This is an optimization exercise on Yosys and OpenROAD, whose aim is small area, a short achievable clock period and few clock cycles per item, not a production implementation.
Where RTL was checked, it was by simulation tests only, not by an equivalence proof against the original.

==> flow/design.v <==
`timescale 1ns / 1ps
module simon_engine (
  input  logic           clk,                  
  input  logic           rst,                  
  input  logic           ctrl_in_begin,        
  input  logic [10:0]    ctrl_in_num_blocks,   
  input  logic [63:0]    ctrl_in_key,          
  output logic           done_intr,            
  output logic [31:0]    pt_addra,
  input  logic [31:0]    pt_rd_data,
  output logic [31:0]    ct_addra,
  output logic [31:0]    ct_wr_data,
  output logic [3:0]     ct_wea
);
  localparam int NL  = 8;          
  localparam int R   = 2;         
  localparam int NR  = 32 / R;           
  localparam int CW  = 4;                 
  localparam logic [61:0] Z = 62'b01100111000011010100100010111110110011100001101010010001011111;
  localparam logic [1:0] IDLE = 2'd0, SHIFT = 2'd1, ROUND = 2'd2, DRAIN = 2'd3;
  logic [1:0]    st;
  logic [CW-1:0] cnt;
  logic [10:0]   rd;       
  logic [10:0]   wr;       
  logic [10:0]   left;     
  logic          hp;       
  logic          wea_r, done_r;
  logic [1:0]    st_n;
  logic [CW-1:0] cnt_n;
  logic [10:0]   rd_n, wr_n, left_n;
  logic          hp_n, wea_n, done_n;
  wire more = (left > NL);    
  always_comb begin
    st_n   = st;
    cnt_n  = cnt + 1'b1;
    rd_n   = rd;
    wr_n   = wea_r ? wr + 1'b1 : wr;
    left_n = wea_r ? left - 1'b1 : left;
    hp_n   = hp;
    wea_n  = 1'b0;
    done_n = 1'b0;
    case (st)
      IDLE: begin
        cnt_n = '0;
        rd_n  = '0;
        if (ctrl_in_begin) begin
          st_n   = SHIFT;
          rd_n   = 11'd1;
          wr_n   = '0;
          left_n = ctrl_in_num_blocks;
          hp_n   = 1'b0;
        end
      end
      SHIFT: begin
        if (cnt == CW'(NL - 1)) begin
          st_n  = ROUND;
          cnt_n = '0;
        end else begin
          rd_n  = rd + 1'b1;
          wea_n = hp;
        end
      end
      ROUND: begin
        if (cnt == CW'(NR - 1)) begin
          cnt_n = '0;
          wea_n = 1'b1;
          if (more) begin
            st_n = SHIFT;
            rd_n = rd + 1'b1;
            hp_n = 1'b1;
          end else begin
            st_n   = DRAIN;
            done_n = (left == 11'd1);
          end
        end
      end
      DRAIN: begin
        rd_n   = '0;
        wea_n  = (left != 11'd1);
        done_n = (left == 11'd2);
        if (left == 11'd1) st_n = IDLE;
      end
    endcase
  end
  always_ff @(posedge clk) begin
    if (!rst) begin
      st     <= IDLE;
      cnt    <= '0;
      rd     <= '0;
      wea_r  <= 1'b0;
      done_r <= 1'b0;
    end else begin
      st     <= st_n;
      cnt    <= cnt_n;
      rd     <= rd_n;
      wea_r  <= wea_n;
      done_r <= done_n;
    end
    wr   <= wr_n;
    left <= left_n;
    hp   <= hp_n;
  end
  wire shift = (st == SHIFT) || (st == DRAIN);
  logic [15:0] key [0:3];
  logic [15:0] kx  [0:3+R];
  function automatic logic [15:0] ror(input logic [15:0] v, input int s);
    ror = (v >> s) | (v << (16 - s));
  endfunction
  always_comb begin
    for (int j = 0; j < 4; j++) kx[j] = key[j];
    for (int j = 0; j < R; j++) begin
      logic [15:0] t;
      t = ror(kx[j+3], 3) ^ kx[j+1];
      kx[j+4] = kx[j] ^ t ^ ror(t, 1) ^ 16'hfffc ^ {15'd0, Z[R*cnt + j]};
    end
  end
  always_ff @(posedge clk) begin
    for (int j = 0; j < 4; j++)
      key[j] <= shift ? ctrl_in_key[16*j +: 16] : kx[j+R];
  end
  logic [32*NL-1:0] lanes;
  function automatic logic [31:0] rounds(input logic [31:0] b, input logic [16*R-1:0] k);
    logic [15:0] x, y, t;
    x = b[31:16];
    y = b[15:0];
    for (int j = 0; j < R; j++) begin
      t = x;
      x = y ^ ({x[14:0], x[15]} & {x[7:0], x[15:8]}) ^ {x[13:0], x[15:14]} ^ k[16*j +: 16];
      y = t;
    end
    rounds = {x, y};
  endfunction
  logic [16*R-1:0] rk;
  always_comb for (int j = 0; j < R; j++) rk[16*j +: 16] = key[j];
  for (genvar b = 0; b < NL; b++) begin : g_lane
    wire [31:0] prev = (b == 0) ? pt_rd_data : lanes[32*b-1 -: 32];
    always_ff @(posedge clk)
      lanes[32*b +: 32] <= shift ? prev : rounds(lanes[32*b +: 32], rk);
  end
  assign pt_addra   = {19'd0, rd, 2'b00};
  assign ct_addra   = {19'd0, wr, 2'b00};
  assign ct_wr_data = lanes[32*(NL-1) +: 32];
  assign ct_wea     = {4{wea_r}};
  assign done_intr  = done_r;
endmodule
make LEC_CHECK=0 ABC_CLOCK_PERIOD_IN_PS=1800 CAP_MARGIN=20 CORE_MARGIN=2 CORE_UTILIZATION=40 SETUP_SLACK_MARGIN=2.2 SLEW_MARGIN=20 finish   # period 4.0 ns
run.sh (not shown) runs the stock make flow with config.mk's settings and CLKGATE_MAP_FILE= SYNTH_SCRIPT=/design/flow/synth_recipe.tcl, a recipe that flattens the netlist after the stock synthesis.
Testbench counts at the start, summed over its fixed seeds: cycles 13,789, blocks 3,917.
Then changed:
--- a/flow/design.v
+++ b/flow/design.v
@@ -13,11 +13,11 @@
   output logic [3:0]     ct_wea
 );
   localparam int NL  = 8;          
   localparam int R   = 2;         
   localparam int NR  = 32 / R;           
-  localparam int CW  = 4;                 
+  localparam int CW  = (NL > NR) ? $clog2(NL) : $clog2(NR);
   localparam logic [61:0] Z = 62'b01100111000011010100100010111110110011100001101010010001011111;
   localparam logic [1:0] IDLE = 2'd0, SHIFT = 2'd1, ROUND = 2'd2, DRAIN = 2'd3;
   logic [1:0]    st;
   logic [CW-1:0] cnt;
   logic [10:0]   rd;       
After rerunning: The new run ran to the end with no violations. Die area stays the same. Cell count does not change. Core utilization is unchanged. Register-to-register slack hardly moves. Wire length is unchanged. Synthesized area does not change. Cell area does not change. Global-route usage stays the same. Maximum frequency is unchanged.
For the second run of this note, only the layout was checked, not whether the RTL still works.

* * *

Another version of the RTL of simon_engine (not shown whole).
Size in the first run: about 3300 cells after synthesis, roughly 920 flip-flops, roughly 210 I/O pins, about 44000 um^2 of cells after synthesis.
==> flow/design.v (excerpt) <==
module simon_engine (
  input  logic           clk,                  
  input  logic           rst,                  
  input  logic           ctrl_in_begin,        
  input  logic [10:0]    ctrl_in_num_blocks,   
  input  logic [63:0]    ctrl_in_key,          
  output logic           done_intr,            
  output logic [31:0]    pt_addra,
  input  logic [31:0]    pt_rd_data,
  output logic [31:0]    ct_addra,
  output logic [31:0]    ct_wr_data,
  output logic [3:0]     ct_wea
);
==> module simon_engine, before the edit <==
module simon_engine (
  input  logic           clk,                  
  input  logic           rst,                  
  input  logic           ctrl_in_begin,        
  input  logic [10:0]    ctrl_in_num_blocks,   
  input  logic [63:0]    ctrl_in_key,          
  output logic           done_intr,            
  output logic [31:0]    pt_addra,
  input  logic [31:0]    pt_rd_data,
  output logic [31:0]    ct_addra,
  output logic [31:0]    ct_wr_data,
  output logic [3:0]     ct_wea
);
  localparam int R  = 3;         
  localparam int NS = (32 + R - 1) / R;  
  localparam int RL = 32 - R * (NS - 1);  
  localparam int CW = $clog2(NS);
  localparam logic [61:0] Z = 62'b01100111000011010100100010111110110011100001101010010001011111;
  logic          run;      
  logic [CW-1:0] cnt;      
  logic [10:0]   rd;       
  logic [10:0]   wr;       
  logic [10:0]   left;     
  logic          wea_r, done_r;
  logic          run_n;
  logic [CW-1:0] cnt_n;
  logic [10:0]   rd_n, wr_n, left_n;
  logic          wea_n, done_n;
  always_comb begin
    run_n  = run;
    cnt_n  = cnt;
    rd_n   = rd + 1'b1;
    wr_n   = wr + 1'b1;
    left_n = left - 1'b1;
    wea_n  = 1'b0;
    done_n = 1'b0;
    if (!run) begin
      cnt_n  = '0;
      rd_n   = '0;
      wr_n   = '0;
      left_n = ctrl_in_num_blocks;
      if (ctrl_in_begin) begin
        run_n = 1'b1;
        rd_n  = 11'd1;
      end
    end else if (wea_r) begin
      wea_n  = (left != 11'd1);
      done_n = (left == 11'd2);
      if (left == 11'd1) begin
        run_n = 1'b0;
        rd_n  = '0;
      end
    end else begin
      wr_n   = wr;
      left_n = left;
      if (cnt == CW'(NS - 1)) begin
        wea_n  = 1'b1;
        done_n = (left == 11'd1);
      end else begin
        cnt_n = cnt + 1'b1;
      end
    end
  end
  always_ff @(posedge clk) begin
    if (!rst) begin
      run    <= 1'b0;
      rd     <= '0;
      wea_r  <= 1'b0;
      done_r <= 1'b0;
    end else begin
      run    <= run_n;
      rd     <= rd_n;
      wea_r  <= wea_n;
      done_r <= done_n;
    end
    cnt  <= cnt_n;
    wr   <= wr_n;
    left <= left_n;
  end
  function automatic logic [15:0] ror(input logic [15:0] v, input int s);
    ror = (v >> s) | (v << (16 - s));
  endfunction
  function automatic logic [R-1:0] zbits(input logic [CW-1:0] c);
    zbits = '0;
    for (int n = 0; n < NS; n++)
      if (c == CW'(n)) zbits = Z[R*n +: R];
  endfunction
  function automatic logic [63:0] kstep(input logic [63:0] k, input logic [R-1:0] zb);
    logic [15:0] kx [0:3+R];
    for (int j = 0; j < 4; j++) kx[j] = k[16*j +: 16];
    for (int j = 0; j < R; j++)
      kx[j+4] = (kx[j] ^ kx[j+1] ^ ror(kx[j+1], 1) ^ 16'hfffc ^ {15'd0, zb[j]})
              ^ (ror(kx[j+3], 3) ^ ror(kx[j+3], 4));
    for (int j = 0; j < 4; j++) kstep[16*j +: 16] = kx[j+R];
  endfunction
  logic [63:0] ks;
  wire  [63:0] ks_next = kstep(ks, zbits(cnt));
  always_ff @(posedge clk)
    ks <= run ? ks_next : ctrl_in_key;
  localparam int ND = 4 / R;
  logic [16*R-1:0] rk [0:NS-1];
  for (genvar s = 0; s < NS; s++) begin : g_rk
    if (s < ND) begin : g_direct
      assign rk[s] = ctrl_in_key[16*R*s +: 16*R];
    end else begin : g_reg
      always_ff @(posedge clk)
        if (run && !wea_r && cnt == CW'(s - 1)) rk[s] <= ks_next[16*R-1:0];
    end
  end
  function automatic logic [31:0] rounds(input logic [31:0] b, input logic [16*R-1:0] k, input int n);
    logic [15:0] x, y, t;
    x = b[31:16];
    y = b[15:0];
    for (int j = 0; j < n; j++) begin
      t = x;
      x = y ^ ({x[14:0], x[15]} & {x[7:0], x[15:8]}) ^ {x[13:0], x[15:14]} ^ k[16*j +: 16];
      y = t;
    end
    rounds = {x, y};
  endfunction
  logic [31:0] d [0:NS];
  assign d[0] = pt_rd_data;
  for (genvar s = 0; s < NS; s++) begin : g_stage
    always_ff @(posedge clk)
      d[s+1] <= rounds(d[s], rk[s], (s == NS - 1) ? RL : R);
  end
  assign pt_addra   = {19'd0, rd, 2'b00};
  assign ct_addra   = {19'd0, wr, 2'b00};
  assign ct_wr_data = d[NS];
  assign ct_wea     = {4{wea_r}};
  assign done_intr  = done_r;
endmodule
make LEC_CHECK=0 ABC_CLOCK_PERIOD_IN_PS=2100 CAP_MARGIN=20 CORE_MARGIN=2 CORE_UTILIZATION=40 SETUP_SLACK_MARGIN=1.9 SLEW_MARGIN=20 finish   # period 4.0 ns
Change:
--- a/flow/design.v
+++ b/flow/design.v
@@ -42,15 +42,15 @@
       left_n = ctrl_in_num_blocks;
       if (ctrl_in_begin) begin
         run_n = 1'b1;
         rd_n  = 11'd1;
       end
     end else if (wea_r) begin
-      wea_n  = (left != 11'd1);
+      wea_n  = !done_r;
       done_n = (left == 11'd2);
-      if (left == 11'd1) begin
+      if (done_r) begin
         run_n = 1'b0;
         rd_n  = '0;
       end
     end else begin
       wr_n   = wr;
       left_n = left;
@@ -78,37 +78,49 @@
     wr   <= wr_n;
     left <= left_n;
   end
   function automatic logic [15:0] ror(input logic [15:0] v, input int s);
     ror = (v >> s) | (v << (16 - s));
   endfunction
-  function automatic logic [R-1:0] zbits(input logic [CW-1:0] c);
-    zbits = '0;
-    for (int n = 0; n < NS; n++)
-      if (c == CW'(n)) zbits = Z[R*n +: R];
+  function automatic logic [R-1:0] zbits(input int n);
+    zbits = Z[R*n +: R];
   endfunction
   function automatic logic [63:0] kstep(input logic [63:0] k, input logic [R-1:0] zb);
     logic [15:0] kx [0:3+R];
     for (int j = 0; j < 4; j++) kx[j] = k[16*j +: 16];
     for (int j = 0; j < R; j++)
       kx[j+4] = (kx[j] ^ kx[j+1] ^ ror(kx[j+1], 1) ^ 16'hfffc ^ {15'd0, zb[j]})
               ^ (ror(kx[j+3], 3) ^ ror(kx[j+3], 4));
     for (int j = 0; j < 4; j++) kstep[16*j +: 16] = kx[j+R];
   endfunction
-  logic [63:0] ks;
-  wire  [63:0] ks_next = kstep(ks, zbits(cnt));
-  always_ff @(posedge clk)
-    ks <= run ? ks_next : ctrl_in_key;
-  localparam int ND = 4 / R;
+  logic [63:0]  ks;
+  logic [R-1:0] zr;
+  always_ff @(posedge clk) begin
+    ks <= run ? kstep(ks, zr) : kstep(ctrl_in_key, zbits(0));
+    zr <= zbits(0);
+    for (int n = 0; n < NS - 1; n++)
+      if (run_n && cnt_n == CW'(n)) zr <= zbits(n + 1);
+  end
+  logic [15:0] rkey [0:31];
+  for (genvar j = 0; j < 32; j++) begin : g_key
+    localparam int S = j / R;
+    if (j < 4) begin : g_in
+      assign rkey[j] = ctrl_in_key[16*j +: 16];
+    end else begin : g_reg
+      always_ff @(posedge clk)
+        if (run && !wea_r && cnt == CW'(S - 1)) rkey[j] <= ks[16*(j - R*S) +: 16];
+    end
+  end
   logic [16*R-1:0] rk [0:NS-1];
   for (genvar s = 0; s < NS; s++) begin : g_rk
-    if (s < ND) begin : g_direct
-      assign rk[s] = ctrl_in_key[16*R*s +: 16*R];
-    end else begin : g_reg
-      always_ff @(posedge clk)
-        if (run && !wea_r && cnt == CW'(s - 1)) rk[s] <= ks_next[16*R-1:0];
+    for (genvar j = 0; j < R; j++) begin : g_j
+      if (R*s + j < 32) begin : g_v
+        assign rk[s][16*j +: 16] = rkey[R*s + j];
+      end else begin : g_x
+        assign rk[s][16*j +: 16] = '0;
+      end
     end
   end
   function automatic logic [31:0] rounds(input logic [31:0] b, input logic [16*R-1:0] k, input int n);
     logic [15:0] x, y, t;
     x = b[31:16];
     y = b[15:0];
=> Die area increases by a few percent; utilization decreases by 0.70 points; routed wire length is about the same; worst hold slack gets worse by 18 ps; worst setup slack gets worse by 49 ps; synthesized cell count increases by a few percent; final area increases slightly; sequential share of layout area decreases by 1.1 points.
Function was not checked in any run of this note: the RTL went through the layout flow alone.

[static timing again, ports no longer ideal]
The results above use ideal ports. As a check the final layouts listed here were re-extracted and re-timed, cells and wires unchanged.
Step 1 assumes that a clkbuf_16 drives the clock port and a buf_2 every other input.
Step 2 times the ports against the registers' clock, not the clock port: input delays grow and output delays shrink by t, the midpoint of the rising clock arrivals with the driver on.
a / b / c = ideal / step 1 / step 2; a / b = the first two.
run | t, ns | slack for setup (ns) | slew at the worst register clock pin (ns) | worst data-port slew with drivers (ns)
the first run of note 1 | 0.643 | 2.048 / 1.984 / 1.746 | 0.06 / 0.06 | 0.09
the second run of note 1 | 0.643 | 2.048 / 1.984 / 1.746 | 0.06 / 0.06 | 0.09
the first run of note 2 | 0.751 | 1.715 / 1.715 / 1.188 | 0.07 / 0.07 | 0.07
the second run of note 2 | 0.734 | 1.667 / 1.667 / 1.220 | 0.06 / 0.06 | 0.07
After both steps every run listed still meets setup and hold. For the first run of note 2, which loses most, drivers alone change the setup slack by 0.000 ns; drivers and shift together by -0.527 ns.
